Source: an optimization exercise on an open RTL-to-GDS flow (aim: small area). Production flows keep margins and buffers that such runs may drop.
In this exercise RTL edits were held to simulation tests only and were not proved equivalent to the original.
No driver is modelled on the clock port, so clocking that relies on it looks cheaper here than on a real chip.
Power is estimated from default activity; no workload was simulated.

==> design/flow/design.v <==
module debounce (clk, rst, key, key_pulse);
  input  clk;
  input  rst;
  input  key;
  output key_pulse;
  reg key_1st_pre;
  reg key_1st_now;
  always @(posedge clk or posedge rst)
    if (rst) begin
      key_1st_pre <= 1'b1;
      key_1st_now <= 1'b1;
    end
    else begin
      key_1st_now <= key;
      key_1st_pre <= key_1st_now;
    end
  wire key_edge = key_1st_pre & (~key_1st_now);
  reg [5:0] cnt;
  always @(posedge clk or posedge rst)
    if (rst)           cnt <= 6'h0;
    else if (key_edge) cnt <= 6'h0;
    else               cnt <= {cnt[4:0], cnt[5] ^ cnt[4] ^ (cnt[4:0] == 5'd0)};
  reg key_2nd_pre;
  reg key_2nd_now;
  always @(posedge clk or posedge rst)
    if (rst)                     key_2nd_now <= 1'b1;
    else if (cnt == 6'b100000)   key_2nd_now <= key;
  always @(posedge clk or posedge rst)
    if (rst)  key_2nd_pre <= 1'b1;
    else      key_2nd_pre <= key_2nd_now;
  assign key_pulse = key_2nd_pre & (~key_2nd_now);
endmodule
module taxi (
  clk, rst, mile_v, onride, double, night, subtotal, waiting, stopped,
  seg_cat, seg_AX, speed_led, night_led, double_led, ride_led, clk_sound,
  lattice_row, lattice_Rcol, lattice_Gcol, lcd_en, lcd_rs, lcd_data
);
  input             clk;
  input             rst;
  input       [2:0] mile_v;
  input             onride;
  input             double;
  input             night;
  input             subtotal;
  input             waiting;
  input             stopped;
  output      [7:0] seg_cat;
  output reg  [7:0] seg_AX;
  output      [7:0] speed_led;
  output            night_led;
  output            double_led;
  output            ride_led;
  output            clk_sound;
  output      [7:0] lattice_row;
  output      [7:0] lattice_Rcol;
  output      [7:0] lattice_Gcol;
  output            lcd_en;
  output            lcd_rs;
  output      [7:0] lcd_data;
  assign double_led = double;
  assign night_led  = night;
  assign ride_led   = ~onride;
  reg  [14:0] gcnt;
  always @(posedge clk or posedge rst)
    if (rst) gcnt <= 15'd0;
    else     gcnt <= gcnt + 15'd1;
  wire tick = &gcnt[1:0];
  reg       lcd_row;                   
  reg [4:0] lcd_p;
  wire       lcd_go =  ~(lcd_p[4] & ~lcd_p[2] & ~lcd_p[1] & ~lcd_p[0]);    
  wire [2:0] lat_v  = gcnt[4:2];
  wire [3:0] lat_h  = gcnt[14:11];
  wire       lat_on = lcd_go | (|gcnt[5:2]);      
  assign lattice_row = lat_on ? ~(8'd1 << lat_v) : 8'hff;
  reg [14:0] pat;
  always @(*) begin
    case ({onride, lat_v})
      4'd0:  pat = 15'h0808;  4'd1:  pat = 15'h3E7F;
      4'd2:  pat = 15'h0455;  4'd3:  pat = 15'h0A22;
      4'd4:  pat = 15'h3F3E;  4'd5:  pat = 15'h0808;
      4'd6:  pat = 15'h7F08;  4'd7:  pat = 15'h087F;
      4'd8:  pat = 15'h1320;  4'd9:  pat = 15'h6A70;
      4'd10: pat = 15'h6B4F;  4'd11: pat = 15'h6A09;
      4'd12: pat = 15'h3A26;  4'd13: pat = 15'h2A26;
      4'd14: pat = 15'h0229;  default: pat = 15'h7D50;
    endcase
  end
  wire [14:0] rs1 = lat_h[3] ? {pat[6:0], 1'b0, pat[14:8]} : pat;
  wire [10:0] rs2 = lat_h[2] ? rs1[14:4] : rs1[10:0];
  wire [8:0]  rs3 = lat_h[1] ? rs2[10:2] : rs2[8:0];
  wire [7:0]  rs4 = lat_h[0] ? rs3[8:1]  : rs3[7:0];
  assign lattice_Rcol = onride ? 8'b0 : rs4;
  assign lattice_Gcol = onride ? rs4 : 8'b0;
  wire wait_dbs, stop_dbs, sub_dbs;
  debounce waitingKEY (clk, rst, waiting,  wait_dbs);
  debounce stoppedKEY (clk, rst, stopped,  stop_dbs);
  debounce subKEY     (clk, rst, subtotal, sub_dbs);
  reg       wait_st;                   
  reg       stop_c;                    
  reg [1:0] sub_c;                     
  always @(posedge clk or posedge rst)
    if (rst)                    wait_st <= 1'b0;
    else if (!onride || stop_c) wait_st <= 1'b0;
    else if (wait_dbs)          wait_st <= ~wait_st;
  always @(posedge clk or posedge rst)
    if (rst)           stop_c <= 1'b0;
    else if (!onride)  stop_c <= 1'b0;
    else if (stop_dbs) stop_c <= 1'b1;
  always @(posedge clk or posedge rst)
    if (rst)                                  sub_c <= 2'd0;
    else if (!onride)                         sub_c <= 2'd0;
    else if (double && sub_dbs && !sub_c[1])  sub_c <= sub_c + 2'd1;
  reg  [2:0] seg_cnt;                  
  reg        seg_on;                   
  localparam [6:0] MS_END = 7'd99;
  localparam [8:0] SC_ON  = 9'd15;
  localparam [8:0] SC_END = 9'd511;
  reg  [6:0] mile_ms, wait_ms;         
  reg  [2:0] mile_spd;                 
  reg  [1:0] wait_m3;                  
  reg  [3:0] nc;                       
  reg  [3:0] d0, d1;                   
  reg  [2:0] d2;                       
  reg  [3:0] d3, d4, d5;               
  reg  [3:0] d6, d7;                   
  reg  [3:0] p1_0, p1_1, p2_0, p2_1;   
  reg  [2:0] p1_2, p2_2;
  reg  [3:0] snd;                      
  reg        snd_on;
  reg  [8:0] scnt;                     
  wire d3_9 = d3[3] & d3[0];
  wire d4_9 = d4[3] & d4[0];
  wire d1_9 = d1[3] & d1[0];
  wire d6_9 = d6[3] & d6[0];
  wire wsat = d5[3] & d5[0];           
  wire msat = d7[3] & d7[0] & d6_9;    
  wire w_ge5 = (d5 != 4'd0) | (d4 != 4'd0) | (d3 > 4'd4);
  wire km_gt2 = (d7 != 4'd0) | (d6 > 4'd2);
  wire fresh = (d7 == 4'd0) & (d6 == 4'd0) & (d5 == 4'd0) & (d4 == 4'd0) &
               (d3 == 4'd0) & d0[0];
  wire ride = onride & ~stop_c & (sub_c != 2'd1);
  wire pm   = double & (sub_c == 2'd0);    
  wire [1:0] fy = wait_st ? (pm ? 2'd0 : 2'd1) : (pm ? 2'd1 : 2'd2);
  wire [2:0] fj = wait_st ? (pm ? (night ? 3'd7 : 3'd6) : (night ? 3'd2 : 3'd0))
                          : (night ? 3'd4 : (pm ? 3'd2 : 3'd0));
  wire [4:0] ft   = {1'b0, nc} + {2'b0, fj};
  wire       nc5  = nc[3] | (nc[2] & (nc[1] | nc[0]));    
  wire       fr   = ((ft > 5'd4) & ~nc5) | ft[4];
  wire [3:0] nc_n = (ft > 5'd9) ? ft[3:0] - 4'd10 : ft[3:0];
  wire [3:0] fu   = d0 + {2'b0, fy} + {3'b0, fr};
  wire       fc   = fu > 4'd9;
  wire [3:0] d0_n = fc ? fu - 4'd10 : fu;
  wire wait_sec = wait_st & (wait_ms == MS_END);
  wire mile_km  = ~wait_st & (mile_ms == MS_END) & (mile_spd >= mile_v);
  wire fee = wait_sec ? (wait_m3 == 2'd2) & w_ge5 & ~wsat : mile_km & ~msat & km_gt2;
  wire music = ride ? (snd != 4'd15) : (snd != 4'd0);
  always @(posedge clk or posedge rst) begin
    if (rst) begin
      seg_cnt <= 3'd0;  seg_on <= 1'b0;
      mile_ms <= 7'd0;  wait_ms <= 7'd0;  mile_spd <= 3'd0;  wait_m3 <= 2'd0;
      nc <= 4'd0;
      d0 <= 4'd3;  d1 <= 4'd1;  d2 <= 3'd0;
      d3 <= 4'd0;  d4 <= 4'd0;  d5 <= 4'd9;  d6 <= 4'd9;  d7 <= 4'd9;
      p1_0 <= 4'd0; p1_1 <= 4'd0; p1_2 <= 3'd0;
      p2_0 <= 4'd0; p2_1 <= 4'd0; p2_2 <= 3'd0;
      snd <= 4'd0;  snd_on <= 1'b0;  scnt <= 9'd0;
    end
    else if (tick) begin
      if (onride) begin
        seg_cnt <= seg_cnt + 3'd1;
        seg_on  <= 1'b1;
      end
      if (onride && (ride || stop_c)) begin
        if (music) begin
          if (scnt == SC_ON) snd_on <= 1'b1;
          else if (scnt == SC_END) begin
            snd    <= ride ? snd + 4'd1 : snd - 4'd1;
            snd_on <= 1'b0;
          end
          scnt <= scnt + 9'd1;
        end
        else snd_on <= 1'b0;
      end
      if (ride) begin
        p1_2 <= d2;  p1_1 <= d1;  p1_0 <= d0;
        if (sub_c == 2'd0) begin
          p2_2 <= d2;  p2_1 <= d1;  p2_0 <= d0;
        end
        if (fresh) begin
          if (double && night)  begin d0 <= 4'd0; nc <= 4'd6; end
          else if (night)       begin d0 <= 4'd6; nc <= 4'd6; end
          else if (double)      begin d1 <= 4'd0; d0 <= 4'd8; nc <= 4'd8; end
        end
        if (wait_st) begin
          if (wait_ms == MS_END) begin
            wait_ms <= 7'd0;
            if (!wsat) begin
              if (d3_9) begin
                d3 <= 4'd0;
                if (d4_9) begin d4 <= 4'd0; d5 <= d5 + 4'd1; end
                else d4 <= d4 + 4'd1;
              end
              else d3 <= d3 + 4'd1;
            end
            wait_m3 <= wait_m3[1] ? 2'd0 : wait_m3 + 2'd1;
          end
          else wait_ms <= wait_ms + 7'd1;
        end
        else begin
          if (mile_ms == MS_END) begin
            mile_ms <= 7'd0;
            if (mile_spd >= mile_v) begin
              mile_spd <= 3'd0;
              if (!msat) begin
                if (d6_9) begin d6 <= 4'd0; d7 <= d7 + 4'd1; end
                else d6 <= d6 + 4'd1;
              end
            end
            else mile_spd <= mile_spd + 3'd1;
          end
          else mile_ms <= mile_ms + 7'd1;
        end
        if (fee) begin
          d0 <= d0_n;
          nc <= nc_n;
          if (fc) begin
            if (d1_9) begin d1 <= 4'd0; d2 <= d2 + 3'd1; end
            else d1 <= d1 + 4'd1;
          end
        end
      end
      else if (!onride) begin
        mile_ms <= 7'd0;  mile_spd <= 3'd0;  wait_ms <= 7'd0;  wait_m3 <= 2'd0;
        nc <= 4'd0;  snd <= 4'd0;  snd_on <= 1'b0;
        seg_cnt <= 3'd0;  seg_on <= 1'b0;
        d0 <= 4'd3;  d1 <= 4'd1;  d2 <= 3'd0;  d3 <= 4'd0;
        d4 <= 4'd0;  d5 <= 4'd0;  d6 <= 4'd0;  d7 <= 4'd0;
      end
    end
  end
  assign seg_cat = seg_on ? ~(8'd1 << seg_cnt) : 8'hff;
  reg [3:0] dsel;
  always @(*) begin
    case (seg_cnt)
      3'd0: dsel = d0;          3'd1: dsel = d1;
      3'd2: dsel = {1'b0, d2};  3'd3: dsel = d3;
      3'd4: dsel = d4;          3'd5: dsel = d5;
      3'd6: dsel = d6;          default: dsel = d7;
    endcase
    seg_AX[0] = dsel[3] | dsel[1] | (dsel[2] & dsel[0]) | (~dsel[2] & ~dsel[0]);
    seg_AX[1] = ~dsel[2] | (dsel[1] & dsel[0]) | (~dsel[1] & ~dsel[0]);
    seg_AX[2] = dsel[2] | ~dsel[1] | dsel[0];
    seg_AX[3] = dsel[3] | (~dsel[2] & ~dsel[0]) | (dsel[1] & ~dsel[0]) |
                (~dsel[2] & dsel[1]) | (dsel[2] & ~dsel[1] & dsel[0]);
    seg_AX[4] = (~dsel[2] & ~dsel[0]) | (dsel[1] & ~dsel[0]);
    seg_AX[5] = dsel[3] | (~dsel[1] & ~dsel[0]) | (dsel[2] & ~dsel[1]) | (dsel[2] & ~dsel[0]);
    seg_AX[6] = dsel[3] | (dsel[2] & ~dsel[1]) | (~dsel[2] & dsel[1]) | (dsel[1] & ~dsel[0]);
    seg_AX[7] = 1'b0;
  end
  assign speed_led = onride ? ~(8'hfe << mile_spd) : 8'h00;
  reg [6:0] bs;
  reg       bph, bclk;
  reg [6:0] bst;
  always @(*) begin
    case (snd)
      4'd0, 4'd1, 4'd6, 4'd11, 4'd12, 4'd13: bst = 7'b0010011;    
      4'd2, 4'd5:                             bst = 7'b0110110;    
      4'd3, 4'd4:                             bst = 7'b0110111;    
      4'd8, 4'd9:                             bst = 7'b0011111;    
      default:                                bst = 7'b0011100;    
    endcase
  end
  wire bwrap = (bs == 7'd10);
  always @(posedge clk or posedge rst)
    if (rst)          begin bs <= 7'b0010011; bph <= 1'b0; bclk <= 1'b0; end
    else if (!snd_on) begin bs <= bst; bph <= 1'b0; bclk <= 1'b0; end
    else begin
      bs   <= bwrap ? bst : {bs[5:0], bs[6] ^ bs[5]};
      bph  <= bph ^ bwrap;
      bclk <= bph;
    end
  assign clk_sound = snd_on & bclk;
  reg [6:0] lcd_d;
  wire lcd_wr   = lcd_go & (gcnt[3:0] == 4'd14);
  wire lcd_last = (lcd_p == 5'd15);
  wire [4:0] np = lcd_last ? 5'd31 : lcd_p + 5'd1;
  wire       nrow = lcd_row ^ lcd_last;
  reg [6:0] ch;
  always @(*) begin
    if (np[4]) begin
      case (np[2:0])
        3'd2: ch = 7'h38;  3'd3: ch = 7'h08;  3'd4: ch = 7'h01;
        3'd5: ch = 7'h06;  3'd6: ch = 7'h0c;  3'd7: ch = nrow ? 7'h40 : 7'h00;
        default: ch = 7'h00;
      endcase
    end
    else if (!nrow) begin
      if (onride)
        case (np[3:0])
          4'd0:  ch = {3'h3, d7};   4'd1:  ch = {3'h3, d6};
          4'd2:  ch = "k";          4'd3:  ch = "m";
          4'd4:  ch = " ";          4'd5:  ch = {3'h3, d5};
          4'd6:  ch = {3'h3, d4};   4'd7:  ch = {3'h3, d3};
          4'd8:  ch = "s";          4'd9:  ch = " ";
          4'd10: ch = 7'h31 + mile_v;
          4'd11: ch = "s";          4'd12: ch = "/";
          4'd13: ch = "k";          4'd14: ch = "m";
          default: ch = " ";
        endcase
      else
        case (np[3:0])
          4'd0:  ch = " ";  4'd1:  ch = "T";  4'd2:  ch = "A";  4'd3:  ch = "X";
          4'd4:  ch = "I";  4'd5:  ch = " ";  4'd6:  ch = "-";  4'd7:  ch = " ";
          4'd8:  ch = "W";  4'd9:  ch = "E";  4'd10: ch = "L";  4'd11: ch = "C";
          4'd12: ch = "O";  4'd13: ch = "M";  4'd14: ch = "E";  default: ch = " ";
        endcase
    end
    else begin
      if (onride && double)
        case (np[3:0])
          4'd0:  ch = "R";  4'd1:  ch = "M";  4'd2:  ch = "B";  4'd3:  ch = " ";
          4'd4:  ch = "1";  4'd5:  ch = ":";
          4'd6:  ch = {4'h6, p1_2};  4'd7:  ch = {3'h3, p1_1};  4'd8:  ch = {3'h3, p1_0};
          4'd9:  ch = ",";  4'd10: ch = " ";  4'd11: ch = "2";  4'd12: ch = ":";
          4'd13: ch = {4'h6, p2_2};  4'd14: ch = {3'h3, p2_1};  default: ch = {3'h3, p2_0};
        endcase
      else if (onride)
        case (np[3:0])
          4'd0:  ch = "R";  4'd1:  ch = "M";  4'd2:  ch = "B";  4'd3:  ch = ":";
          4'd4:  ch = {4'h6, d2};  4'd5:  ch = {3'h3, d1};  4'd6:  ch = {3'h3, d0};
          default: ch = " ";
        endcase
      else
        case (np[3:0])
          4'd0:  ch = " ";  4'd1:  ch = "P";  4'd2:  ch = "o";  4'd3:  ch = "w";
          4'd4:  ch = "e";  4'd5:  ch = "r";  4'd6:  ch = "e";  4'd7:  ch = "d";
          4'd8:  ch = " ";  4'd9:  ch = "b";  4'd10: ch = "y";  4'd11: ch = " ";
          4'd12: ch = "L";  4'd13: ch = "Y";  4'd14: ch = "R";  default: ch = " ";
        endcase
    end
  end
  always @(posedge clk or posedge rst)
    if (rst) begin
      lcd_row <= 1'b0;  lcd_p <= 5'd24;  lcd_d <= 7'd0;
    end
    else if (!lcd_go) begin
      if (gcnt[5:0] == 6'd62) lcd_p <= 5'd25;
    end
    else if (lcd_wr) begin
      lcd_row <= nrow;  lcd_p <= np;  lcd_d <= ch;
    end
  assign lcd_en   = ~(lcd_go & (gcnt[3:0] >= 4'd7) & (gcnt[3:0] != 4'd15));
  assign lcd_rs   = ~lcd_p[4];
  assign lcd_data = {lcd_p[4] & lcd_p[2] & lcd_p[1] & lcd_p[0], lcd_d};
endmodule
==> design/flow/flow/run.sh <==
#!/bin/bash
# Own layout flow: the standard ORFS flow, with an area-oriented synthesis
# (no half/full-adder cell extraction, an area-recovering ABC script) and small
# port buffers / clock-tree buffers. Registers are those of the standard synthesis.
set -euo pipefail
W=$(pwd)
F=$W/flow
export MY_ABC_SCRIPT=$F/area.abc
cat > $W/own_synth.tcl <<EOT
proc abc {args} {
  set i [lsearch \$args -script]
  if {\$i >= 0} { lset args [expr {\$i+1}] \$::env(MY_ABC_SCRIPT) }
  yosys abc {*}\$args
}
proc extract_fa {args} {}
source $W/synth_recipe.tcl
EOT
bash standard.sh SYNTH_SCRIPT=$W/own_synth.tcl synth > $W/synth.log 2>&1
bash standard.sh "BUFFER_PORTS_ARGS=-buffer_cell sky130_fd_sc_hd__buf_1" \
  "CTS_ARGS=-sink_clustering_enable -repair_clock_nets -dont_use_dummy_load -buf_list sky130_fd_sc_hd__clkbuf_8" \
  finish > $W/layout.log 2>&1
==> design/flow/flow/area.abc <==
strash
&get -n
&st
&dch -f
&nf -R 1000
&put
mfs2 -a
strash
&get -n
&st
&dch -f
&nf -R 1000
&put
mfs2 -a
strash
&get -n
&st
&dch -f
&nf -R 1000
&put
mfs2 -a
strash
&get -n
&st
&dch -f
&nf -R 1000
&put
mfs2 -a
strash
&get -n
&st
&dch -f
&nf -R 1000
&put
mfs2 -a
strash
&get -n
&st
&dch -f
&nf -R 1000
&put
mfs2 -a
strash
&get -n
&st
&dch -f
&nf -R 1000
&put
==> design/flow/standard.sh <==
#!/bin/bash
# synth_recipe.tcl (not shown) runs the flow's synth.tcl, then flattens the netlist and writes it again
# the make line also repeats each setting of config.mk as NAME=value (left out here)
make -C /OpenROAD-flow-scripts/flow DESIGN_CONFIG=/design/flow/config.mk WORK_HOME=/design/flow/orfs CLKGATE_MAP_FILE= SYNTH_SCRIPT=/design/flow/synth_recipe.tcl "${@:-finish}"
==> design/flow/config.mk <==
export PLATFORM = sky130hd
export DESIGN_NAME = taxi
export DESIGN_NICKNAME = taxi
export VERILOG_FILES = /design/flow/design.v
export SDC_FILE = /design/flow/constraint.sdc
export NUM_CORES = 4
export LEC_CHECK = 0
export ABC_AREA = 1
export CAP_MARGIN = 20
export CORE_MARGIN = 2
export CORE_UTILIZATION = 70
export SLEW_MARGIN = 20
==> design/flow/constraint.sdc <==
create_clock -name core_clock -period 10.0 [get_ports {clk}]
set_input_delay 2.0000 -clock core_clock [delete_from_list [all_inputs] [get_ports {clk}]]
set_output_delay 2.0000 -clock core_clock [all_outputs]
set_load 0.01 [all_outputs]
==> results of run 1 <==
-- through the flow --
step / setup WS [ps] / instance area (µm²) / cells / hold WS (ps)
floorplan: 4365 / 8880 / 1038 / 350.6
global placement: 3335 / 9398 / 1285 / 354.3
detailed placement: 3130 / 9398 / 1285 / 356.4
CTS: 3209 / 9632 / 1302 / 348.6
global route: 2873 / 9632 / 1302 / 353.9
finish: 3133 / 9632 / 1302 / 347.0
-- worst max path at each step --
stage / to / slack, ps / depth (start not counted)
after floorplan: d2[1]$_DFFE_PP0P_ / 4370 / 20
after CTS: lattice_Rcol[6] / 3210 / 14
after detailed placement: d5[2]$_DFFE_PP0P_ / 3130 / 17
after global routing: lattice_Rcol[6] / 2870 / 14
after global placement: lattice_Rcol[6] / 3340 / 14
final: lattice_Rcol[6] / 3130 / 14
-- synth_stat cells (2+ instances only) --
master     instances  share of area
a2111oi_0          2         0.0020
a211oi_1           5         0.0042
a21o_1             2         0.0017
a21oi_1          116          0.065
a221o_1            2         0.0023
a221oi_1           8         0.0079
a222oi_1          10          0.011
a22o_1             4         0.0039
a22oi_1           14          0.012
a31oi_1           22          0.015
a41oi_1            2         0.0020
and2_0            35          0.025
and3_1            24          0.017
and3b_1            2         0.0020
and4_1             2         0.0020
buf_4              4         0.0034
clkinv_1          21         0.0089
dfrtp_1          139           0.39
dfstp_2           26          0.077
maj3_1             3         0.0034
mux2_1            15          0.019
mux2i_1            2         0.0023
nand2_1          155          0.066
nand2b_1          14         0.0099
nand3_1           22          0.012
nand4_1            9         0.0063
nor2_1           149          0.063
nor2b_1            8         0.0056
nor3_1            38          0.021
nor3b_1            6         0.0051
nor4_1            10         0.0070
o211ai_1           7         0.0059
o21a_1             8         0.0068
o21ai_0           77          0.043
o221ai_1           2         0.0020
o22a_1             3         0.0030
o22ai_1            3         0.0021
o31ai_1            6         0.0051
or2_0              6         0.0042
or3_1              5         0.0035
xnor2_1           23          0.023
xor2_1            18          0.018
-- registers in the layout (all words and copies together) (netlist names), 4 cells and up --
name	flops
wait_ms	7
snd	4
d4	4
p1_1	4
p2_0	4
nc	4
waitingKEY.cnt	6
d5	4
mile_ms	7
gcnt	15
bs	7
scnt	9
lcd_p	5
d3	4
p1_0	4
d1	4
d0	4
subKEY.cnt	6
p2_1	4
lcd_d	7
d7	4
d6	4
stoppedKEY.cnt	6
-- cells by family (layout without fill, tap and decap cells) --
family | Yosys count | after routing | synth area share
buffers and inverters | 25 | 117 | 0.01226
multiplexers | 17 | 17 | 0.02128
other | 1 | 1 | 0.0004223
adder cells (fa/ha/maj) | 3 | 3 | 0.003382
XOR/XNOR | 41 | 41 | 0.04044
flip-flops | 165 | 165 | 0.4686
AO/OA/AOI/OAI | 299 | 299 | 0.2021
AND/OR/NAND/NOR | 487 | 487 | 0.2515
-- layout make-up --
cell class	instances	area (µm²)
multi-input cells	848	4609
flip-flops and latches	165	4161
clock buffers	17	234.0
inverters	21	83.83
repair buffers	79	327.8
fillers	950	2885
well taps	172	215.2
-- where the power goes --
group          internal (W)  switching, W  total (W)
Clock              0.000150      0.000204   0.000353
Sequential         0.000806      0.000150   0.000956
Combinational      0.000177      0.000241   0.000418
-- routing by layer --
metal	up-vias	wire, µm	GRT usage
met3	76	1896	0.07213
met5	-	0	0
met2	439	10540	0.5415
li1	3923	-	-
met1	3944	9447	0.4671
met4	0	688	0.1278
==> impl_metrics.ini, run 1 <==
[detailed_routing]
vias = 8382
dr.first_iter.drc_count = 950
firstDrtPassIters = 7
wire_per_inst_um = 17.34
drc_errors = 0
routed_wl_um = 22580
via_per_inst = 6.438
ant_nets = 0

[run]
drv_cap = 0

[clock_tree]
htreeDepth = 4
cts_hold_buf = 0
cts_root_buf = clkbuf_8
post-cts-setup-buffers = 0
worstSkewPairLatency_ps = 460
cts_tree = done
cts_buffer_depth = 2
numCtsBuffers = 17
post_cts_resize_count = 0
cts_sinks = 165
path_clk_slew_ps = 90

[critical_path]
cp-end-kind = primary output
arrival_ps = 4870
regToRegStartpoint = stop_c$_DFFE_PP0P_
cp.required_ps = 8000
crit_type = in -> out
cp.buffers_inverters = 4
reg2reg_slack_ps = 5180
critPathMaxStageDelay_ps = 770
crit_chain = clkbuf_2 -> buf_4 -> clkinv_1 -> nor2_1 -> nand2_1 -> o21ai_0 -> a21oi_1 -> o21ai_0 -> nand2_1 -> o21ai_0 -> nor2_1 -> a21oi_1 -> nor2_1 -> buf_1
cpLargestDelayFamily = buffers and inverters
crit_start = onride
cp-start-kind = primary input
r2r_end = d5[2]$_DFFE_PP0P_
reg2reg_depth = 15
worstPathMaxFanout = 55
cp_slowest_cell = clkinv_1

[run_status]
outcome = no timing/DRC/antenna violations

[layout]
final_cell_mix = nand2_1 (155), nor2_1 (149), dfrtp_1 (139)
final_common_cell = nand2_1
synthToLayoutAreaGrowth_pct = 8.468
finish.utilization = 0.7695
antennaDiodeCount = 0
layout.nets = 1143
layout-drive-gt1-share = 0.04690

[timing]
relSlewSlack = 0.3100
setup_tns_ps = 0
fmax_ghz = 0.1456
setup_viol = 0
tightest_slew_ps = 1031
rsz0062_at_grt = false
period_minus_slack_ps = 6867
finalHoldViolCount = 0
period_share = 0.6867
slew_viol_final = 0
worst_clock_skew_ps = 39.56

[global_routing]
grt-ovfl-total = 0
grt_first_pass_wirelength_um = 35950
grt_max_degree = 98
track_usage = 0.3407
grt_pass1_vias = 7467
antenna_found_initial = 0

[synthesis]
avgSynthCellArea_um2 = 8.555
synth_seq_area_share = 0.4686
ys.flop_type = dfrtp_1
ys_ff_latch = 165
ys_warn_count = 2
syn_area_mm2 = 0.008880
postSynthCellCount = 1038
syn-num-nets = 1049
postSynth.asyncResetShare = 1.000
synth_cell_types = 51
synth_edf_count = 0

[die]
fp.dieW_um = 116.6
io_pins = 73
start_util = 0.7094
dieHeight_um = 116.6
die-area_mm2 = 0.01360
std_cell_rows = 41
core-area_mm2 = 0.01252

[placement]
io_buffers = 71
gp_congestion = 0.9769
dp_hpwl_um = 15930

[worst_hold_path]
min_from = stoppedKEY.key_2nd_now$_DFFE_PP1N_
hold_class = reg -> reg
whs_endpoint = stoppedKEY.key_2nd_pre$_DFF_PP1_
hold_depth = 0

[pwr]
power.leakage_nw = 4.105
powerDensity_mw_per_mm2 = 179.4
design_power_total_w = 0.001728
ir_drop_uv = 156.2
==> inputs of run 2 (changes only) <==
--- a/design/flow/flow/area.abc
+++ b/design/flow/flow/area.abc
@@ -47,2 +47,51 @@
 &nf -R 1000
 &put
+mfs2 -a
+strash
+&get -n
+&st
+&dch -f
+&nf -R 1000
+&put
+mfs2 -a
+strash
+&get -n
+&st
+&dch -f
+&nf -R 1000
+&put
+mfs2 -a
+strash
+&get -n
+&st
+&dch -f
+&nf -R 1000
+&put
+mfs2 -a
+strash
+&get -n
+&st
+&dch -f
+&nf -R 1000
+&put
+mfs2 -a
+strash
+&get -n
+&st
+&dch -f
+&nf -R 1000
+&put
+mfs2 -a
+strash
+&get -n
+&st
+&dch -f
+&nf -R 1000
+&put
+mfs2 -a
+strash
+&get -n
+&st
+&dch -f
+&nf -R 1000
+&put
--- a/design/flow/config.mk
+++ b/design/flow/config.mk
@@ -9,4 +9,4 @@
 export CAP_MARGIN = 20
 export CORE_MARGIN = 2
-export CORE_UTILIZATION = 70
+export CORE_UTILIZATION = 55
 export SLEW_MARGIN = 20
==> impl_metrics.ini, run 2 <==
[layout]
antennaDiodeCount = 0
regMostFlops = gcnt
largest_reg_flops = 15
layout.nets = 1135
final_cell_mix = nor2_1 (149), dfrtp_1 (139), nand2_1 (138)
fill_cells = 1460
top_regs = gcnt x15, scnt x9
synthToLayoutAreaGrowth_pct = 9.647
layout-drive-gt1-share = 0.05348
stdcell_count = 1338
final_common_cell = nor2_1

[critical_path]
arrival_ps = 4480
cpLargestDelayFamily = compound AO/OA/AOI/OAI gates
cp.depth = 12
regToRegStartpoint = sub_c[1]$_DFFE_PP0P_
critPathMaxStageDelay_ps = 470
crit_start = onride
cp-end-kind = primary output
crit_type = in -> out
cp.buffers_inverters = 3
cp.required_ps = 8000
reg2reg_depth = 15
reg2reg_slack_ps = 5380
crit_chain = clkbuf_2 -> buf_4 -> nand2_1 -> o21ai_0 -> a21oi_1 -> a31oi_1 -> a21oi_1 -> o21ai_0 -> nand2_1 -> o21ai_0 -> and2_0 -> buf_1
worstPathMaxFanout = 35
cp_slowest_cell = buf_4
cp_common_cell = o21ai_0
cp-start-kind = primary input
r2r_end = d5[2]$_DFFE_PP0P_

[synthesis]
synth_seq_area_share = 0.4712
yosysTopAreaCell = dfrtp_1
ys_ff_latch = 165
synth_commonest_cells = nor2_1 (150), dfrtp_1 (139), nand2_1 (138)
syn_area_mm2 = 0.008832
synth.top_cell.area_share = 0.3938
postSynth.asyncResetShare = 1.000
ys_warn_count = 2
synth_edf_count = 0
postSynthCellCount = 1025
avgSynthCellArea_um2 = 8.617
ys.flop_type = dfrtp_1
synth_cell_types = 53
ys_top_cells_by_area = dfrtp_1 (39%), dfstp_2 (7.7%), a21oi_1 (6.6%), nor2_1 (6.4%), nand2_1 (5.9%)
yosys.cell_count.top_type = nor2_1
syn-num-nets = 1036

[worst_hold_path]
hold_depth = 0
min_from = waitingKEY.key_1st_now$_DFF_PP1_
whs_endpoint = waitingKEY.key_1st_pre$_DFF_PP1_
hold_class = reg -> reg

[timing]
finalHoldViolCount = 0
worst_clock_skew_ps = 32.63
rsz0062_at_grt = false
period_minus_slack_ps = 6479
fmax_ghz = 0.1544
setup_viol = 0
tightest_slew_ps = 977.1
slew_viol_final = 0
period_share = 0.6479
relSlewSlack = 0.3486
setup_tns_ps = 0

[clock_tree]
post-cts-setup-buffers = 0
worstSkewPairLatency_ps = 460
cts_hold_buf = 0
numCtsBuffers = 17
htreeDepth = 4
cts_root_buf = clkbuf_8
path_clk_slew_ps = 80
post_cts_resize_count = 0
cts_buffer_depth = 2
cts_tree = done
cts_sinks = 165

[placement]
io_buffers = 71
gp_congestion = 0.9697
dp_hpwl_um = 16890
numPlacedInstances = 1321

[global_routing]
grt_first_pass_wirelength_um = 37980
grt_max_degree = 88
grt-ovfl-total = 0
antenna_found_initial = 0
grt_pass1_vias = 7313
track_usage = 0.2878

[die]
core-area_mm2 = 0.01577
die-area_mm2 = 0.01709
dieHeight_um = 130.7
io_pins = 73
start_util = 0.5601
std_cell_rows = 46
fp.dieW_um = 130.7

[pwr]
design_power_total_w = 0.001753
ir_drop_uv = 149.5
power.leakage_nw = 4.085
powerDensity_mw_per_mm2 = 181.0

[detailed_routing]
drc_errors = 0
routed_wl_um = 23690
vias = 8024
ant_nets = 0
firstDrtPassIters = 5
wire_per_inst_um = 17.71
dr.first_iter.drc_count = 881
via_per_inst = 5.997

[run_status]
outcome = no timing/DRC/antenna violations

[run]
drv_cap = 0
[run 2: changes by cell type in the layout (fill, tap and decap cells not counted), moves of 4 or more]
cell      previous run  this run
a22oi_1             14        18
and2_0              35        29
nand3_1             22        26
buf_4                8        13
nor4_1              10        14
nand2_1            155       138
a211oi_1             5        10
a222oi_1            10         6
[run 2: layer usage]
| layer | vias to the layer above | part of all wire | track usage | wire length, µm |
|---|---|---|---|---|
| met2 | 308 | 0.45 | 0.4332 | 10680 |
| met1 | 3765 | 0.46 | 0.4205 | 11000 |
| met5 | - | 0 | 0 | 0 |
| met3 | 39 | 0.064 | 0.05660 | 1522 |
| met4 | 0 | 0.021 | 0.09637 | 493 |
| li1 | 3912 | - | - | - |
[run 2: final cells by class]
class	instances	area [µm²]	share of cell area
Sequential cell	165	4161	0.4297
Inverter	18	72.57	0.007494
Tap cell	216	270.3	0.02791
Multi-Input combinational cell	838	4581	0.4730
Timing Repair Buffer	84	365.4	0.03773
Clock buffer	17	234.0	0.02416
[run 2: logic make-up after synthesis]
logic type,count (synthesis),share of synthesized area
buffers and inverters,22,0.01105
AO/OA/AOI/OAI,309,0.2114
multiplexers,17,0.02125
XOR/XNOR,39,0.03867
AND/OR/NAND/NOR,470,0.2438
flip-flops,165,0.4712
other,1,0.0004246
adder cells (fa/ha/maj),2,0.002267
[run 2: worst max-delay path by stage]
stage	endpoint
floorplan	lattice_Gcol[6]
CTS	lattice_Gcol[4]
global placement	d5[2]$_DFFE_PP0P_
detailed placement	d5[2]$_DFFE_PP0P_
global route	lattice_Gcol[4]
finish	lattice_Gcol[4]
[run 2: stage by stage]
step                  util  instance area, µm²  setup WS, ps  hold slack (ps)
floorplan                -                8832          4219            350.6
global placement    0.5986                9440          3550            353.2
detailed placement  0.5991                9448          3267            354.7
CTS                 0.6139                9682          3580            367.6
global route        0.6141                9684          3286            376.0
finish              0.6141                9684          3521            366.6
[run 2: worst reg2reg max path: stages, from the launching register on]
cell	delay (ps)
dfrtp_1	430
nand2b_1	220
nand3b_1	370
nor2_2	720
nor2_1	280
a211oi_1	710
clkinv_1	150
a31oi_1	370
nand3_1	130
nand2_1	140
and2_0	310
nand2_1	90
nand2_1	160
and3_1	250
o21ai_0	90
a21oi_1	130
[run 2: where the power goes]
group / total (W) / internal, W / switching (W)
logic: 0.000432 / 0.000176 / 0.000256
registers: 0.000965 / 0.000813 / 0.000152
clock network: 0.000356 / 0.000150 / 0.000206
total: 0.00175 / 0.00114 / 0.000614
==> inputs of run 3 (changes only) <==
==> design/flow/flow/area.abc (replaced) <==
strash
&get -n
&st
&dch -f
&nf -R 1000
&put
mfs2 -a
strash
&get -n
&st
&dch -f
&nf -R 1000
&put
mfs2 -a
strash
&get -n
&st
&dch -f
&nf -R 1000
&put
mfs2 -a
strash
&get -n
&st
&dch -f
&nf -R 1000
&put
mfs2 -a
strash
&get -n
&st
&dch -f
&nf -R 1000
&put
mfs2 -a
strash
&get -n
&st
&dch -f
&nf -R 1000
&put
mfs2 -a
strash
&get -n
&st
&dch -f
&nf -R 1000
&put
==> impl_metrics.ini, run 3 <==
[run_status]
outcome = no timing/DRC/antenna violations

[layout]
final_cell_mix = nand2_1 (155), nor2_1 (149), dfrtp_1 (139)
antennaDiodeCount = 0
synthToLayoutAreaGrowth_pct = 9.159
final_common_cell = nand2_1
top_regs = gcnt x15, scnt x9
layout.nets = 1143
layout-drive-gt1-share = 0.04779
largest_reg_flops = 15
regMostFlops = gcnt

[synthesis]
ys_warn_count = 2
ys_ff_latch = 165
postSynth.asyncResetShare = 1.000
synth_cell_types = 51
ys.flop_type = dfrtp_1
syn-num-nets = 1049
synth.top_cell.area_share = 0.3917
synth_edf_count = 0
avgSynthCellArea_um2 = 8.555
yosysTopAreaCell = dfrtp_1
synth_seq_area_share = 0.4686
yosys.cell_count.top_type = nand2_1
syn_area_mm2 = 0.008880
postSynthCellCount = 1038
synth_commonest_cells = nand2_1 (155), nor2_1 (149), dfrtp_1 (139)
ys_top_cells_by_area = dfrtp_1 (39%), dfstp_2 (7.7%), nand2_1 (6.6%), a21oi_1 (6.5%), nor2_1 (6.3%)

[detailed_routing]
drc_errors = 0
firstDrtPassIters = 5
dr.first_iter.drc_count = 613
wire_per_inst_um = 17.21
routed_wl_um = 23160
ant_nets = 0
vias = 8104
via_per_inst = 6.021

[worst_hold_path]
hold_class = reg -> reg

[timing]
finalHoldViolCount = 0
fmax_ghz = 0.1518
period_share = 0.6586
worst_clock_skew_ps = 39.80
relSlewSlack = 0.3133
period_minus_slack_ps = 6586
tightest_slew_ps = 1026
slew_viol_final = 0
rsz0062_at_grt = false
worst_slack_ps = 3414
setup_viol = 0
setup_tns_ps = 0

[die]
die-area_mm2 = 0.01718
std_cell_rows = 46
dieHeight_um = 131.1
core-area_mm2 = 0.01583
fp.dieW_um = 131.1
io_pins = 73
start_util = 0.5610

[placement]
pre_cts_slack_ps = 3288
gp_congestion = 0.9537
dp_hpwl_um = 16510
io_buffers = 71

[clock_tree]
numCtsBuffers = 17
worstSkewPairLatency_ps = 450
cts_hold_buf = 0
cts_buffer_depth = 2
cts_tree = done
cts_sinks = 165
path_clk_slew_ps = 70
post-cts-setup-buffers = 0
cts_root_buf = clkbuf_8
htreeDepth = 4
post_cts_resize_count = 0

[pwr]
powerDensity_mw_per_mm2 = 177.7
clockPowerShare = 0.207
switchingPower_w = 0.0005896
sequentialPowerShare = 0.555
ir_drop_uv = 143.3
p_comb_frac = 0.238
power.share.switching = 0.3422
p_int_w = 0.001133
power.leakage_nw = 4.105

[critical_path]
critPathMaxStageDelay_ps = 690
arrival_ps = 4590
crit_chain = clkbuf_2 -> buf_4 -> clkinv_1 -> nor2_1 -> nand2_1 -> o21ai_0 -> a21oi_1 -> o21ai_0 -> nand2_1 -> o21ai_0 -> nor2_1 -> a21oi_1 -> nor2_1 -> buf_1
cp_slowest_cell = clkinv_1
cp-start-kind = primary input
crit_type = in -> out
cp.required_ps = 8000
cpLargestDelayFamily = buffers and inverters
worstPathMaxFanout = 27
cp.buffers_inverters = 4
cp-end-kind = primary output

[global_routing]
grt-ovfl-total = 0
grt_pass1_vias = 7298
track_usage = 0.2825
grt_max_degree = 93
grt_first_pass_wirelength_um = 37830
antenna_found_initial = 0

[run]
drv_cap = 0
## run 3: metrics by stage
step,utilization,total power (W),instance area (µm²),hold slack (ps),std cells
2_1_floorplan,-,0.001236,8880,350.6,1038
3_3_place_gp,0.5976,0.001365,9459,352.9,1329
3_5_place_dp,0.5976,0.001376,9459,354.8,1329
4_1_cts,0.6124,0.001730,9693,367.0,1346
5_1_grt,0.6124,0.001843,9693,371.9,1346
6_report,0.6124,0.001723,9693,365.0,1346
## run 3: worst paths after layout
path / start / endpoint / slack (ps) / cells past startpoint
hold reg to reg: subKEY.key_1st_now$_DFF_PP1_ / subKEY.key_1st_pre$_DFF_PP1_ / 360 / 0
setup reg to reg: stop_c$_DFFE_PP0P_ / d5[2]$_DFFE_PP0P_ / 5250 / 15
hold / removal: subKEY.key_1st_now$_DFF_PP1_ / subKEY.key_1st_pre$_DFF_PP1_ / 360 / 0
max in group asynchronous: rst / p2_0[2]$_DFFE_PP0P_ / 6860 / 3
min in group asynchronous: rst / bs[3]$_DFF_PP0_ / 1710 / 2
setup / recovery: onride / lattice_Gcol[6] / 3410 / 14
## run 3: per-layer routing
layer,track usage,vias up,routed length [µm]
met3,0.04830,29,1293
met2,0.4386,258,10670
met5,0,-,0
met4,0.08198,0,379
met1,0.4107,3902,10820
li1,-,3915,-
## run 3: cell families (layout without fill, tap and decap cells)
| kind of cell | after synthesis | count (layout) | synth area share |
|---|---|---|---|
| AND/OR/NAND/NOR | 487 | 487 | 0.2515 |
| AO/OA/AOI/OAI | 299 | 299 | 0.2021 |
| flip-flops | 165 | 165 | 0.4686 |
| XOR/XNOR | 41 | 41 | 0.04044 |
| buffers and inverters | 25 | 117 | 0.01226 |
| multiplexers | 17 | 17 | 0.02128 |
| adder cells (fa/ha/maj) | 3 | 3 | 0.003382 |
| other | 1 | 1 | 0.0004223 |
## run 3: area by class of cell
type / instances / area [µm²]
inverter: 21 / 83.83
tap: 216 / 270.3
timing repair buffer: 79 / 327.8
clock buffer: 17 / 234.0
fill: 1499 / 6135
multi-input combinational: 848 / 4616
sequential: 165 / 4161
## run 3: power groups by stage
stage | sequential [W] | combinational [W] | clock (W)
2_1_floorplan | 0.000908 | 0.000327 | 0
3_3_place_gp | 0.000961 | 0.000404 | 0
3_5_place_dp | 0.000964 | 0.000412 | 0
4_1_cts | 0.000953 | 0.000413 | 0.000365
5_1_grt | 0.000975 | 0.000475 | 0.000393
6_report | 0.000956 | 0.000410 | 0.000356
==> inputs of run 4 (changes only) <==
==> design/flow/flow/run.sh (replaced) <==
#!/bin/bash
# Own layout flow: the standard ORFS flow, with
#  - an area-oriented synthesis (no half/full-adder cell extraction, an
#    iterated ABC area script); the registers are those of the standard synthesis
#  - small port buffers
#  - a two-level clock tree built after placement (clk port -> one root buffer
#    -> one leaf buffer per placement region), instead of TritonCTS's tree
# Each tool's output goes to its own log file in this folder.
set -euo pipefail
W=$(pwd)
F=$W/flow
export MY_ABC_SCRIPT=$F/area.abc
cat > $W/own_synth.tcl <<EOT
proc abc {args} {
  set i [lsearch \$args -script]
  if {\$i >= 0} { lset args [expr {\$i+1}] \$::env(MY_ABC_SCRIPT) }
  yosys abc {*}\$args
}
proc extract_fa {args} {}
source $W/synth_recipe.tcl
EOT
bash standard.sh SYNTH_SCRIPT=$W/own_synth.tcl synth > $W/synth.log 2>&1
bash standard.sh "BUFFER_PORTS_ARGS=-buffer_cell sky130_fd_sc_hd__buf_1" place > $W/place.log 2>&1
R=$W/orfs/results/$FLOW_PLATFORM/taxi/base
P=$FLOW_HOME/platforms/$FLOW_PLATFORM
cat > $W/clocktree_run.tcl <<EOT
read_liberty $P/lib/sky130_fd_sc_hd__tt_025C_1v80.lib
read_db $R/3_place.odb
read_sdc $R/3_place.sdc
source $P/setRC.tcl
source $F/clocktree.tcl
detailed_placement
size_leaves 0.115 sky130_fd_sc_hd__clkbuf_8
detailed_placement
check_placement
write_db $R/3_place.odb
EOT
CLKNET=clk SPLITS="0 1 0 1" ROOTBUF=sky130_fd_sc_hd__clkbuf_16 LEAFBUF=sky130_fd_sc_hd__clkbuf_4 \
  openroad -no_init -exit $W/clocktree_run.tcl > $W/clocktree.log 2>&1
bash standard.sh "BUFFER_PORTS_ARGS=-buffer_cell sky130_fd_sc_hd__buf_1" \
  "CTS_ARGS=-clk_nets clk -dont_use_dummy_load -buf_list sky130_fd_sc_hd__clkbuf_8" \
  finish > $W/layout.log 2>&1
==> design/flow/flow/clocktree.tcl (new file) <==
# Manual clock tree: clk port -> one root buffer -> K leaf buffers, each driving
# the flip-flops of one placement region (split at the median x, then median y).
set block [ord::get_db_block]
set db [ord::get_db]
set clknet [$block findNet $::env(CLKNET)]
set sinks {}
foreach it [$clknet getITerms] { lappend sinks $it }
puts "clock sinks: [llength $sinks]"
proc loc {it} { set b [[$it getInst] getBBox]; return [list [expr {([$b xMin]+[$b xMax])/2}] [expr {([$b yMin]+[$b yMax])/2}]] }
proc median {l} { set s [lsort -integer $l]; return [lindex $s [expr {[llength $s]/2}]] }
proc split {group axis} {
  set vals {}
  foreach it $group { lappend vals [lindex [loc $it] $axis] }
  set m [median $vals]
  set a {}; set b {}
  foreach it $group { if {[lindex [loc $it] $axis] < $m} { lappend a $it } else { lappend b $it } }
  return [list $a $b]
}
set groups [list $sinks]
foreach axis $::env(SPLITS) {
  set ng {}
  foreach g $groups { foreach h [split $g $axis] { if {[llength $h]} { lappend ng $h } } }
  set groups $ng
}
set rootm [$db findMaster $::env(ROOTBUF)]
set leafm [$db findMaster $::env(LEAFBUF)]
set root [odb::dbInst_create $block $rootm "ctsroot"]
set rootnet [odb::dbNet_create $block "clknet_root"]
$rootnet setSigType CLOCK
# root near the centroid of all sinks
set sx 0; set sy 0
foreach it $sinks { set l [loc $it]; incr sx [lindex $l 0]; incr sy [lindex $l 1] }
$root setLocation [expr {$sx/[llength $sinks]}] [expr {$sy/[llength $sinks]}]
$root setPlacementStatus PLACED
foreach it $sinks { $it disconnect }
[$root findITerm A] connect $clknet
[$root findITerm X] connect $rootnet
set i 0
foreach g $groups {
  set leaf [odb::dbInst_create $block $leafm "ctsleaf_$i"]
  set net [odb::dbNet_create $block "clknet_leaf_$i"]
  $net setSigType CLOCK
  set gx 0; set gy 0
  foreach it $g { set l [loc $it]; incr gx [lindex $l 0]; incr gy [lindex $l 1]; $it connect $net }
  $leaf setLocation [expr {$gx/[llength $g]}] [expr {$gy/[llength $g]}]
  $leaf setPlacementStatus PLACED
  [$leaf findITerm A] connect $rootnet
  [$leaf findITerm X] connect $net
  puts "leaf $i: [llength $g] sinks"
  incr i
}

# Upsize the leaf buffers whose flip-flops see a slow clock edge (estimated from
# placement), so that every clock pin stays well inside the slew limit.
proc size_leaves {limit bigbuf} {
  set block [ord::get_db_block]
  set big [[ord::get_db] findMaster $bigbuf]
  set_propagated_clock [all_clocks]
  estimate_parasitics -placement
  set changed 0
  foreach inst [$block getInsts] {
    if {![string match "ctsleaf_*" [$inst getName]]} { continue }
    set net [[$inst findITerm X] getNet]
    set worst 0
    foreach pin [get_pins -of_objects [get_nets [$net getName]] -filter "direction == input"] {
      foreach e {rise fall} {
        set s [get_property $pin slew_max_$e]
        if {$s > $worst} { set worst $s }
      }
    }
    if {$worst > $limit} {
      puts "[$inst getName]: worst clock slew $worst, upsized to $bigbuf"
      $inst swapMaster $big
      incr changed
    }
  }
  return $changed
}
==> impl_metrics.ini, run 4 <==
[global_routing]
track_usage = 0.2733
met3_usage = 0.02597
grt-ovfl-total = 0
grt_busiest_layer = met2
gr-usage-met2 = 0.4352
gr-usage-met1 = 0.4084
antenna_found_initial = 0
grt_max_degree = 93
grt_first_pass_wirelength_um = 37920
grt_pass1_vias = 7343

[critical_path]
crit_start = onride
arrival_ps = 4520
cp_slowest_cell = clkinv_1
reg2reg_slack_ps = 5230
cp-end-kind = primary output
r2r_end = d5[2]$_DFFE_PP0P_
crit_chain = clkbuf_2 -> buf_4 -> clkinv_1 -> nor2_1 -> nand2_1 -> o21ai_0 -> a21oi_1 -> o21ai_0 -> nand2_1 -> o21ai_0 -> nor2_1 -> a21oi_1 -> nor2_1 -> buf_1
crit_type = in -> out
reg2reg_depth = 15
cp.required_ps = 8000
worstPathMaxFanout = 27
critPathMaxStageDelay_ps = 650
cp-start-kind = primary input
endpoint = lattice_Gcol[6]
regToRegStartpoint = stop_c$_DFFE_PP0P_

[timing]
finalHoldViolCount = 0
setup_viol = 0
relSlewSlack = 0.3013
fmax_ghz = 0.1533
worst_clock_skew_ps = 40.10
period_share = 0.6524
period_minus_slack_ps = 6524
slew_viol_final = 0
rsz0062_at_grt = false
tightest_slew_ps = 1044
setup_tns_ps = 0

[detailed_routing]
dr.first_iter.drc_count = 624
routed_wl_um = 23120
drc_errors = 0
wire_per_inst_um = 17.18
vias = 8034
ant_nets = 0
firstDrtPassIters = 7
via_per_inst = 5.969

[synthesis]
ys_top_cells_by_area = dfrtp_1 (39%), dfstp_2 (7.7%), nand2_1 (6.6%), a21oi_1 (6.5%), nor2_1 (6.3%)
postSynth.asyncResetShare = 1.000
synth_cell_types = 51
yosys.cell_count.top_type = nand2_1
syn_area_mm2 = 0.008880
synth_seq_area_share = 0.4686
syn-num-nets = 1049
avgSynthCellArea_um2 = 8.555
ys_warn_count = 2
yosysTopAreaCell = dfrtp_1
postSynthCellCount = 1038
synth_commonest_cells = nand2_1 (155), nor2_1 (149), dfrtp_1 (139)
ys_ff_latch = 165
ys.flop_type = dfrtp_1
synth.top_cell.area_share = 0.3917
synth_edf_count = 0

[run]
drv_cap = 0

[placement]
io_buffers = 71
placed_area_mm2 = 0.009459
gp_congestion = 0.9537
numPlacedInstances = 1329
dp_hpwl_um = 16510

[worst_hold_path]
hold_class = reg -> reg
min_from = stoppedKEY.key_1st_now$_DFF_PP1_

[layout]
regMostFlops = gcnt
layout-drive-gt1-share = 0.04779
fin_area_mm2 = 0.009635
antennaDiodeCount = 0
synthToLayoutAreaGrowth_pct = 8.511
stdcell_count = 1346
final_cell_mix = nand2_1 (155), nor2_1 (149), dfrtp_1 (139)
layout.nets = 1143
top_regs = gcnt x15, scnt x9
final_common_cell = nand2_1
largest_reg_flops = 15

[die]
start_util = 0.5610
core-area_mm2 = 0.01583
std_cell_rows = 46
fp.dieW_um = 131.1
die-area_mm2 = 0.01718
dieHeight_um = 131.1
io_pins = 73

[pwr]
design_power_total_w = 0.001686
powerDensity_mw_per_mm2 = 175.0
power.leakage_nw = 4.082
ir_drop_uv = 135.2

[clock_tree]
path_clk_slew_ps = 80
post-cts-setup-buffers = 0
cts_hold_buf = 0
worstSkewPairLatency_ps = 410
post_cts_resize_count = 0

[run_status]
outcome = no timing/DRC/antenna violations
## run 4: cell count changes in the layout (fill, tap and decap cells not counted)
cell / before / now
clkbuf_4: 0 / 11
clkbuf_8: 17 / 5
clkbuf_16: 0 / 1
## run 4: cells by family (layout without fill, tap and decap cells)
group | after synthesis | in the layout | share of synthesized area
other | 1 | 1 | 0.0004223
AND/OR/NAND/NOR | 487 | 487 | 0.2515
adder cells (fa/ha/maj) | 3 | 3 | 0.003382
AO/OA/AOI/OAI | 299 | 299 | 0.2021
flip-flops | 165 | 165 | 0.4686
buffers and inverters | 25 | 117 | 0.01226
multiplexers | 17 | 17 | 0.02128
XOR/XNOR | 41 | 41 | 0.04044
## run 4: stage by stage
step,worst slack (ps),util,hold slack (ps)
2_1_floorplan,4365,-,350.6
3_3_place_gp,3525,0.5976,352.9
3_5_place_dp,3288,0.5976,354.8
4_1_cts,3287,0.6088,354.8
5_1_grt,3142,0.6088,372.6
6_report,3476,0.6088,366.6
## run 4: worst min-delay path by stage
stage,to,slack (ps),cells after the start
floorplan,stoppedKEY.key_1st_pre$_DFF_PP1_,350,0
global placement,waitingKEY.key_1st_pre$_DFF_PP1_,350,0
detailed placement,waitingKEY.key_1st_pre$_DFF_PP1_,350,0
CTS,waitingKEY.key_1st_pre$_DFF_PP1_,350,0
global route,stoppedKEY.key_1st_pre$_DFF_PP1_,370,0
finish,stoppedKEY.key_1st_pre$_DFF_PP1_,370,0
## run 4: power breakdown
part           total, W  leakage, nW  internal [W]  switching [W]
clock          0.000321       0.0989      0.000114       0.000207
sequential     0.000956         2.08      0.000805       0.000151
combinational  0.000410         1.90      0.000177       0.000232
## run 4: critical path: cells and delay by family
family | cells | cell delay (ps)
buffers and inverters | 4 | 1180
AO/OA/AOI/OAI | 5 | 770
AND/OR/NAND/NOR | 5 | 560
## run 4: area by class of cell
cell class,instances,area [µm²]
Fill cell,1502,6192
Multi-Input combinational cell,848,4616
Sequential cell,165,4161
Timing Repair Buffer,79,327.8
Tap cell,216,270.3
Buffer,17,176.4
Inverter,21,83.83
## run 4: metal layers
| layer | wire length, µm | part of all wire |
|---|---|---|
| met4 | 561 | 0.024 |
| met1 | 10790 | 0.47 |
| met3 | 1261 | 0.055 |
| met5 | 0 | 0 |
| met2 | 10510 | 0.45 |
==> inputs of run 5 (changes only) <==
--- a/design/flow/flow/run.sh
+++ b/design/flow/flow/run.sh
@@ -1,6 +1,7 @@
 #!/bin/bash
 # Own layout flow: the standard ORFS flow, with
-#  - an area-oriented synthesis (no half/full-adder cell extraction, an
-#    iterated ABC area script); the registers are those of the standard synthesis
+#  - an area-oriented synthesis (no half/full-adder cell extraction; iterated
+#    ABC area scripts, keeping the smallest result); the registers are those of
+#    the standard synthesis
 #  - small port buffers
 #  - a two-level clock tree built after placement (clk port -> one root buffer
@@ -10,14 +11,32 @@
 W=$(pwd)
 F=$W/flow
-export MY_ABC_SCRIPT=$F/area.abc
-cat > $W/own_synth.tcl <<EOT
+# ABC runs once per script in flow/abc_*.script; the smallest netlist is kept
+export MY_ABC_SCRIPTS="$(ls $F/abc_*.script | tr '\n' ' ')"
+cat > $W/own_synth.tcl <<'EOT'
 proc abc {args} {
-  set i [lsearch \$args -script]
-  if {\$i >= 0} { lset args [expr {\$i+1}] \$::env(MY_ABC_SCRIPT) }
-  yosys abc {*}\$args
+  set lib [lindex $args [expr {[lsearch $args -liberty] + 1}]]
+  set si [expr {[lsearch $args -script] + 1}]
+  design -save pre_abc
+  set best 1e30
+  set bi -1
+  set i 0
+  foreach sc $::env(MY_ABC_SCRIPTS) {
+    design -load pre_abc
+    set a $args
+    lset a $si $sc
+    yosys abc {*}$a
+    set st [tee -q -s result.string stat {*}[list -liberty $lib]]
+    regexp {Chip area for module [^:]*: ([0-9.]+)} $st -> area
+    puts "ABC script $sc: area $area"
+    if {$area < $best} { set best $area; set bi $i }
+    design -save abc_$i
+    incr i
+  }
+  puts "ABC best: [lindex $::env(MY_ABC_SCRIPTS) $bi] ($best)"
+  design -load abc_$bi
 }
 proc extract_fa {args} {}
-source $W/synth_recipe.tcl
 EOT
+echo "source $W/synth_recipe.tcl" >> $W/own_synth.tcl
 bash standard.sh SYNTH_SCRIPT=$W/own_synth.tcl synth > $W/synth.log 2>&1
 bash standard.sh "BUFFER_PORTS_ARGS=-buffer_cell sky130_fd_sc_hd__buf_1" place > $W/place.log 2>&1
==> design/flow/flow/abc_it14.script (new file) <==
strash
&get -n
&st
&dch -f
&nf -R 1000
&put
mfs2 -a
strash
&get -n
&st
&dch -f
&nf -R 1000
&put
mfs2 -a
strash
&get -n
&st
&dch -f
&nf -R 1000
&put
mfs2 -a
strash
&get -n
&st
&dch -f
&nf -R 1000
&put
mfs2 -a
strash
&get -n
&st
&dch -f
&nf -R 1000
&put
mfs2 -a
strash
&get -n
&st
&dch -f
&nf -R 1000
&put
mfs2 -a
strash
&get -n
&st
&dch -f
&nf -R 1000
&put
mfs2 -a
strash
&get -n
&st
&dch -f
&nf -R 1000
&put
mfs2 -a
strash
&get -n
&st
&dch -f
&nf -R 1000
&put
mfs2 -a
strash
&get -n
&st
&dch -f
&nf -R 1000
&put
mfs2 -a
strash
&get -n
&st
&dch -f
&nf -R 1000
&put
mfs2 -a
strash
&get -n
&st
&dch -f
&nf -R 1000
&put
mfs2 -a
strash
&get -n
&st
&dch -f
&nf -R 1000
&put
mfs2 -a
strash
&get -n
&st
&dch -f
&nf -R 1000
&put
==> design/flow/flow/abc_it18.script (new file) <==
strash
&get -n
&st
&dch -f
&nf -R 1000
&put
mfs2 -a
strash
&get -n
&st
&dch -f
&nf -R 1000
&put
mfs2 -a
strash
&get -n
&st
&dch -f
&nf -R 1000
&put
mfs2 -a
strash
&get -n
&st
&dch -f
&nf -R 1000
&put
mfs2 -a
strash
&get -n
&st
&dch -f
&nf -R 1000
&put
mfs2 -a
strash
&get -n
&st
&dch -f
&nf -R 1000
&put
mfs2 -a
strash
&get -n
&st
&dch -f
&nf -R 1000
&put
mfs2 -a
strash
&get -n
&st
&dch -f
&nf -R 1000
&put
mfs2 -a
strash
&get -n
&st
&dch -f
&nf -R 1000
&put
mfs2 -a
strash
&get -n
&st
&dch -f
&nf -R 1000
&put
mfs2 -a
strash
&get -n
&st
&dch -f
&nf -R 1000
&put
mfs2 -a
strash
&get -n
&st
&dch -f
&nf -R 1000
&put
mfs2 -a
strash
&get -n
&st
&dch -f
&nf -R 1000
&put
mfs2 -a
strash
&get -n
&st
&dch -f
&nf -R 1000
&put
mfs2 -a
strash
&get -n
&st
&dch -f
&nf -R 1000
&put
mfs2 -a
strash
&get -n
&st
&dch -f
&nf -R 1000
&put
mfs2 -a
strash
&get -n
&st
&dch -f
&nf -R 1000
&put
mfs2 -a
strash
&get -n
&st
&dch -f
&nf -R 1000
&put
==> design/flow/flow/abc_it9.script (new file) <==
strash
&get -n
&st
&dch -f
&nf -R 1000
&put
mfs2 -a
strash
&get -n
&st
&dch -f
&nf -R 1000
&put
mfs2 -a
strash
&get -n
&st
&dch -f
&nf -R 1000
&put
mfs2 -a
strash
&get -n
&st
&dch -f
&nf -R 1000
&put
mfs2 -a
strash
&get -n
&st
&dch -f
&nf -R 1000
&put
mfs2 -a
strash
&get -n
&st
&dch -f
&nf -R 1000
&put
mfs2 -a
strash
&get -n
&st
&dch -f
&nf -R 1000
&put
mfs2 -a
strash
&get -n
&st
&dch -f
&nf -R 1000
&put
mfs2 -a
strash
&get -n
&st
&dch -f
&nf -R 1000
&put
==> design/flow/flow/abc_nf2k12.script (new file) <==
strash
&get -n
&st
&dch -f
&nf -R 2000
&put
mfs2 -a
strash
&get -n
&st
&dch -f
&nf -R 2000
&put
mfs2 -a
strash
&get -n
&st
&dch -f
&nf -R 2000
&put
mfs2 -a
strash
&get -n
&st
&dch -f
&nf -R 2000
&put
mfs2 -a
strash
&get -n
&st
&dch -f
&nf -R 2000
&put
mfs2 -a
strash
&get -n
&st
&dch -f
&nf -R 2000
&put
mfs2 -a
strash
&get -n
&st
&dch -f
&nf -R 2000
&put
mfs2 -a
strash
&get -n
&st
&dch -f
&nf -R 2000
&put
mfs2 -a
strash
&get -n
&st
&dch -f
&nf -R 2000
&put
mfs2 -a
strash
&get -n
&st
&dch -f
&nf -R 2000
&put
mfs2 -a
strash
&get -n
&st
&dch -f
&nf -R 2000
&put
mfs2 -a
strash
&get -n
&st
&dch -f
&nf -R 2000
&put
--- a/design/flow/config.mk
+++ b/design/flow/config.mk
@@ -9,4 +9,4 @@
 export CAP_MARGIN = 20
 export CORE_MARGIN = 2
-export CORE_UTILIZATION = 55
+export CORE_UTILIZATION = 65
 export SLEW_MARGIN = 20
removed: design/flow/flow/area.abc
==> impl_metrics.ini, run 5 <==
[placement]
gp_congestion = 0.9718
io_buffers = 71
dp_hpwl_um = 16400
pre_cts_slack_ps = 3348
placed_area_mm2 = 0.009378

[timing]
period_share = 0.6423
slew_viol_final = 0
relSlewSlack = 0.3331
period_minus_slack_ps = 6423
setup_tns_ps = 0
rsz0062_at_grt = false
tightest_slew_ps = 991.2
finalHoldViolCount = 0
worst_slack_ps = 3577
setup_viol = 0
fmax_ghz = 0.1557
worst_clock_skew_ps = 40.03

[clock_tree]
post-cts-setup-buffers = 0
cts_hold_buf = 0
post_cts_resize_count = 0
worstSkewPairLatency_ps = 410
path_clk_slew_ps = 120

[synthesis]
ys_top_cells_by_area = dfrtp_1 (39%), dfstp_2 (7.7%), a21oi_1 (6.6%), nor2_1 (6.4%), nand2_1 (5.9%)
syn_area_mm2 = 0.008832
avgSynthCellArea_um2 = 8.617
synth_commonest_cells = nor2_1 (150), dfrtp_1 (139), nand2_1 (138)
yosysTopAreaCell = dfrtp_1
ys.flop_type = dfrtp_1
synth.top_cell.area_share = 0.3938
postSynth.asyncResetShare = 1.000
yosys.cell_count.top_type = nor2_1
synth_cell_types = 53
synth_edf_count = 0
ys_ff_latch = 165
postSynthCellCount = 1025
syn-num-nets = 1036
ys_warn_count = 2
synth_seq_area_share = 0.4712

[layout]
fill_cells = 1075
regMostFlops = gcnt
multi_input_area_mm2 = 0.004573
largest_reg_flops = 15
final_common_cell = nor2_1
final_cell_mix = nor2_1 (150), dfrtp_1 (139), nand2_1 (138)
synthToLayoutAreaGrowth_pct = 8.131
antennaDiodeCount = 0
fin_area_mm2 = 0.009550
layout.nets = 1134
layout-drive-gt1-share = 0.05085
seqCellArea_mm2 = 0.004161
top_regs = gcnt x15, scnt x9

[detailed_routing]
drc_errors = 0
dr.first_iter.drc_count = 891
vias = 8300
via_per_inst = 6.399
ant_nets = 0
firstDrtPassIters = 7
routed_wl_um = 23020
wire_per_inst_um = 17.75

[global_routing]
track_usage = 0.3183
met3_usage = 0.03774
gr-usage-met2 = 0.5162
grt_max_degree = 94
grt_pass1_vias = 7719
gr-usage-met1 = 0.4629
antenna_found_initial = 0
grt_first_pass_wirelength_um = 37810
grt_busiest_layer = met2
grt-ovfl-total = 0

[critical_path]
crit_start = onride
cp-start-kind = primary input
cp-end-kind = register
reg2reg_slack_ps = 5050
reg2reg_depth = 15
worstPathMaxFanout = 24
endpoint = d5[2]$_DFFE_PP0P_
crit_type = in -> reg
r2r_end = d5[2]$_DFFE_PP0P_
arrival_ps = 6770
cp.required_ps = 10350
regToRegStartpoint = sub_c[1]$_DFFE_PP0P_

[die]
dieHeight_um = 120.6
io_pins = 73
std_cell_rows = 42
die-area_mm2 = 0.01454
core-area_mm2 = 0.01324
start_util = 0.6670
fp.dieW_um = 120.6

[pwr]
power.share.switching = 0.3580
clockPowerShare = 0.181
p_comb_frac = 0.253
power.leakage_nw = 4.052
p_int_w = 0.001095
switchingPower_w = 0.0006105
powerDensity_mw_per_mm2 = 178.5
sequentialPowerShare = 0.566
ir_drop_uv = 141.4

[worst_hold_path]
hold_class = reg -> reg

[run]
drv_cap = 0

[run_status]
outcome = no timing/DRC/antenna violations
==> run 5: worst max-delay path, cell delays in order <==
cell      delay, ps
clkbuf_2        440
nand3b_1        390
nor2_1          840
nor2_1          290
a211oi_1        840
clkinv_1        160
a31oi_1         440
nand3_1         130
nand2_1         150
and2_0          310
nand2_1          90
nand2_1         160
and3_1          250
o21ai_0         120
a21oi_1         160
==> run 5: area by class of cell <==
cell class / count / area share
multi-input combinational: 838 / 0.4788
sequential: 165 / 0.4357
timing repair buffer: 83 / 0.03760
tap: 176 / 0.02306
buffer: 17 / 0.01716
inverter: 18 / 0.007599
==> run 5: power by group through the flow <==
stage                     Combinational [W]  Clock [W]  Sequential [W]
after floorplan                    0.000329          0        0.000918
after global placement             0.000414          0        0.000966
after detailed placement           0.000427          0        0.000973
after CTS                          0.000430   0.000220        0.000974
after global routing               0.000484   0.000341        0.000983
final                              0.000431   0.000308        0.000966
==> run 5: stage by stage <==
stage | cells | utilization | hold WS (ps) | total power [W]
2_1_floorplan | 1025 | - | 350.6 | 0.001247
3_3_place_gp | 1279 | 0.7081 | 354.8 | 0.001380
4_1_cts | 1296 | 0.7205 | 356.4 | 0.001625
6_report | 1297 | 0.7212 | 367.5 | 0.001705
3_5_place_dp | 1279 | 0.7081 | 356.4 | 0.001400
5_1_grt | 1297 | 0.7212 | 373.7 | 0.001808
==> run 5: how the worst min path moves through the flow <==
stage | from | to | slack [ps] | cells past startpoint
detailed placement | waitingKEY.key_1st_now$_DFF_PP1_ | waitingKEY.key_1st_pre$_DFF_PP1_ | 360 | 0
CTS | waitingKEY.key_1st_now$_DFF_PP1_ | waitingKEY.key_1st_pre$_DFF_PP1_ | 360 | 0
global route | subKEY.key_1st_now$_DFF_PP1_ | subKEY.key_1st_pre$_DFF_PP1_ | 370 | 0
global placement | waitingKEY.key_1st_now$_DFF_PP1_ | waitingKEY.key_1st_pre$_DFF_PP1_ | 350 | 0
floorplan | stoppedKEY.key_1st_now$_DFF_PP1_ | stoppedKEY.key_1st_pre$_DFF_PP1_ | 350 | 0
finish | subKEY.key_1st_now$_DFF_PP1_ | subKEY.key_1st_pre$_DFF_PP1_ | 370 | 0
==> run 5: kinds of logic (layout without fill, tap and decap cells) <==
| kind of cell | after synthesis | count (layout) | share of synthesized area |
|---|---|---|---|
| flops | 165 | 165 | 0.4712 |
| fa+ha+maj | 2 | 2 | 0.002267 |
| buf+inv | 22 | 118 | 0.01105 |
| simple gates | 470 | 470 | 0.2438 |
| compound gates | 309 | 309 | 0.2114 |
| other cells | 1 | 1 | 0.0004246 |
| mux | 17 | 17 | 0.02125 |
| xor+xnor | 39 | 39 | 0.03867 |
==> run 5: per-layer routing <==
layer | wire, µm | part of all wire
met1 | 9977 | 0.43
met2 | 10670 | 0.46
met3 | 1860 | 0.081
met4 | 515 | 0.022
met5 | 0 | 0

re-timing with driven ports:
How much do the figures lean on ideal ports? The routed layouts below were timed once more, with nothing changed but the port constraints.
Step 1, drivers: a clkbuf_16 drives clk and a buf_2 each remaining input, both assumed.
Step 2 adds t to the input delays and takes it off the output delays; t is the mean of the earliest and latest rising clock arrival at the registers after step 1. Input paths then give back, and output paths get back, about the clock's delay inside the block.
Three values: ideal ports, drivers, drivers and shift; two values: the first two.
run	shift t [ns]	setup WS [ns]	worst setup path after step 2	worst slew at a driven data input, ns	cell pins on the clock port's net
run 1	0.479	3.133 / 3.109 / 2.991	input to register	0.04	1
run 2	0.486	3.521 / 3.488 / 3.488	input to output	0.06	1
run 3	0.475	3.414 / 3.391 / 3.320	input to register	0.03	1
run 4	0.433	3.476 / 3.453 / 3.269	input to register	0.03	1
run 5	0.436	3.577 / 3.571 / 3.160	input to register	0.03	1
After both steps setup and hold are still met in every run listed. For run 5, which loses most, drivers alone change the setup slack by -0.006 ns; drivers and shift together by -0.417 ns.
